This is an optimization exercise on Yosys and OpenROAD, whose aim is small area, not a production implementation. Function was checked by simulation only, so behaviour that the tests miss may differ from the original. No activity file was given, so power comes from the tool's default toggle rates.

== wip/garnet ==
## action_processor
module action_processor
#(
   parameter C_AXIS_DATA_WIDTH = 64,
   parameter C_AXIS_TUSER_WIDTH=128,
   parameter C_AXIS_LEN_DATA_WIDTH=16,
   parameter C_AXIS_SPT_DATA_WIDTH=8,
   parameter C_AXIS_DPT_DATA_WIDTH=8,
   parameter OPENFLOW_ACTION_SIZE = 320
)
(
   input asclk,
   input aresetn,
   input [C_AXIS_DATA_WIDTH-1:0] s_axis_tdata,
   input [(C_AXIS_DATA_WIDTH/8)-1:0] s_axis_tstrb,
   input [C_AXIS_TUSER_WIDTH-1:0] s_axis_tuser,
   input  s_axis_tvalid,
   input  s_axis_tlast,
   output s_axis_tready,
   input [OPENFLOW_ACTION_SIZE -1: 0] lu_action,
   input lu_req,
   input lu_done,
   output [C_AXIS_DATA_WIDTH-1:0] m_axis_tdata,
   output [(C_AXIS_DATA_WIDTH/8)-1:0] m_axis_tstrb,
   output [C_AXIS_TUSER_WIDTH-1:0] m_axis_tuser,
   output m_axis_tvalid,
   output reg  m_axis_tlast,
   input  m_axis_tready,
   output reg [31:0] num_pkts_processed
);
clock: 10.0 ns
lec_check: 0
cap_margin: 20
core_margin: 2
core_utilization: 30
place_density: 0.5
slew_margin: 20
run.sh (not shown) runs the stock make flow with config.mk's settings and CLKGATE_MAP_FILE= SYNTH_SCRIPT=/design/flow/synth_recipe.tcl, a recipe that flattens the netlist after the stock synthesis.
In summary, wip/garnet completed successfully, with a layout that passed the timing, DRC and antenna checks.
Modified inputs, wip/onyx compared to wip/garnet
==> flow/flow/run.sh (new file) <==
#!/bin/bash
# The standard layout (standard.sh, unchanged synthesis) with two changes:
# ports are buffered with the smallest buffer, and clock tree synthesis adds
# no dummy loads. Each tool's output is in the ORFS logs under orfs/logs.
set -euo pipefail
export BUFFER_PORTS_ARGS="-buffer_cell sky130_fd_sc_hd__buf_1"
export CTS_ARGS="-sink_clustering_enable -repair_clock_nets -dont_use_dummy_load"
bash standard.sh > standard_flow.log 2>&1
==> flow/standard.sh (new file) <==
#!/bin/bash
# synth_recipe.tcl (not shown) runs the flow's synth.tcl, then flattens the netlist and writes it again
# the make line also repeats each setting of config.mk as NAME=value (left out here)
make -C /OpenROAD-flow-scripts/flow DESIGN_CONFIG=/design/flow/config.mk WORK_HOME=/design/flow/orfs CLKGATE_MAP_FILE= SYNTH_SCRIPT=/design/flow/synth_recipe.tcl "${@:-finish}"
removed: flow/run.sh
Findings:
Per the final summary, wip/onyx finished and its layout is clean on timing, DRC and antenna. Compared wip/onyx vs wip/garnet, and combinational power is down in wip/onyx. In terms of count of non-CTS buffers in the layout, wip/garnet and wip/onyx differ only marginally. Between wip/onyx and wip/garnet, it is wip/onyx whose post-route fraction of the period consumed by the critical path is higher, by 4.0 points. Between wip/garnet and wip/onyx, the cell count went down.
### wip/onyx -> wip/tundra
diff --git a/flow/flow/run.sh b/flow/flow/run.sh
--- a/flow/flow/run.sh
+++ b/flow/flow/run.sh
@@ -5,4 +5,4 @@
 set -euo pipefail
 export BUFFER_PORTS_ARGS="-buffer_cell sky130_fd_sc_hd__buf_1"
-export CTS_ARGS="-sink_clustering_enable -repair_clock_nets -dont_use_dummy_load"
+export CTS_ARGS="-sink_clustering_enable -repair_clock_nets -dont_use_dummy_load -buf_list {sky130_fd_sc_hd__clkbuf_4 sky130_fd_sc_hd__clkbuf_8}"
 bash standard.sh > standard_flow.log 2>&1
### Flow results
Compared with wip/onyx, wip/tundra has extra setup slack. Higher number of inserted diodes was reported by wip/onyx, not wip/tundra. | filler cell count | wip/tundra vs wip/onyx | about 0.6% higher |. End-of-flow core utilization down 0.32 points in wip/tundra wrt wip/onyx. Re critical path depth: no difference whatsoever between wip/onyx and wip/tundra. Count of buffering cells on the critical path with inverters included came out exactly the same in wip/onyx and wip/tundra. Looking at total via count after detailed routing across both flows, wip/tundra is the weaker of the two, with wip/onyx ahead.

========
## run E
action_processor, a different RTL version from the one above (not shown whole).
Size in the first run: ~9,900 cells after synthesis, roughly 2,700 flip-flops, ~0.12 mm2 of cells after synthesis.
clock: 10.0 ns
lec_check: 0
cap_margin: 20
core_margin: 2
core_utilization: 50
place_density: 0.6
slew_margin: 20
standard.sh (not shown) runs the stock make flow with config.mk's settings and CLKGATE_MAP_FILE= SYNTH_SCRIPT=/design/flow/synth_recipe.tcl, a recipe that flattens the netlist after the stock synthesis.
==> flow/flow/run.sh <==
#!/bin/bash
# The standard layout (standard.sh, unchanged synthesis) with two changes:
# ports are buffered with the smallest buffer, and clock tree synthesis adds
# no dummy loads and uses small buffers. Each tool's output is in the ORFS
# logs under orfs/logs, and standard.sh's own output in standard_flow.log.
set -euo pipefail
export BUFFER_PORTS_ARGS="-buffer_cell sky130_fd_sc_hd__buf_1"
export CTS_ARGS="-sink_clustering_enable -repair_clock_nets -dont_use_dummy_load -buf_list {sky130_fd_sc_hd__clkbuf_4 sky130_fd_sc_hd__clkbuf_8}"
bash standard.sh > standard_flow.log 2>&1
Every stage of the flow completed for run E, and the final layout passed the timing, DRC and antenna checks.
Setup changes, run E to run K
Settings: PLACE_DENSITY: 0.6 -> 0.7; CORE_UTILIZATION: 50 -> 60.
==> flow/flow/run.sh <==
#!/bin/bash
# The standard layout (standard.sh, unchanged synthesis) with two changes:
# ports are buffered with the smallest buffer, and clock tree synthesis adds
# no dummy loads and uses sink clusters of up to 15 flip-flops, with small
# buffers. Each tool's output is in the ORFS logs under orfs/logs, and
# standard.sh's own output in standard_flow.log.
set -euo pipefail
export BUFFER_PORTS_ARGS="-buffer_cell sky130_fd_sc_hd__buf_1"
export CTS_ARGS="-sink_clustering_enable -repair_clock_nets -dont_use_dummy_load -sink_clustering_size 15 -sink_clustering_max_diameter 60 -buf_list {sky130_fd_sc_hd__clkbuf_4 sky130_fd_sc_hd__clkbuf_8}"
bash standard.sh > standard_flow.log 2>&1
## What came out
- Run K vs run E on power density over cell area: run K is the lower one.
- Setup WNS run E -> run K: worse
- Clock-buffer cell count (run K / run E): 0.47

static timing again, ports no longer ideal:
Ports are ideal in the flow. The routed layouts listed here were re-timed in OpenROAD.
Step 1 assumes that a clkbuf_16 drives the clock port and a buf_2 every other input.
Step 2 adds t to the input delays and takes it off the output delays; t is the mean of the earliest and latest rising clock arrival at the registers after step 1. Input paths then give back, and output paths get back, about the clock's delay inside the block.
Slacks: ideal / step 1 / step 2; pairs: ideal / step 1.
run	t (ns)	slack for setup (ns)	pins driven straight from the clock port
wip/garnet	1.097	1.664 / 1.664 / 1.664	1
wip/onyx	1.065	1.264 / 1.264 / 1.264	1
wip/tundra	1.302	1.282 / 1.282 / 1.282	1
run E	1.193	0.998 / 0.998 / 0.998	1
run K	1.094	0.912 / 0.912 / 0.912	1
After both steps setup and hold are still met in every run listed.
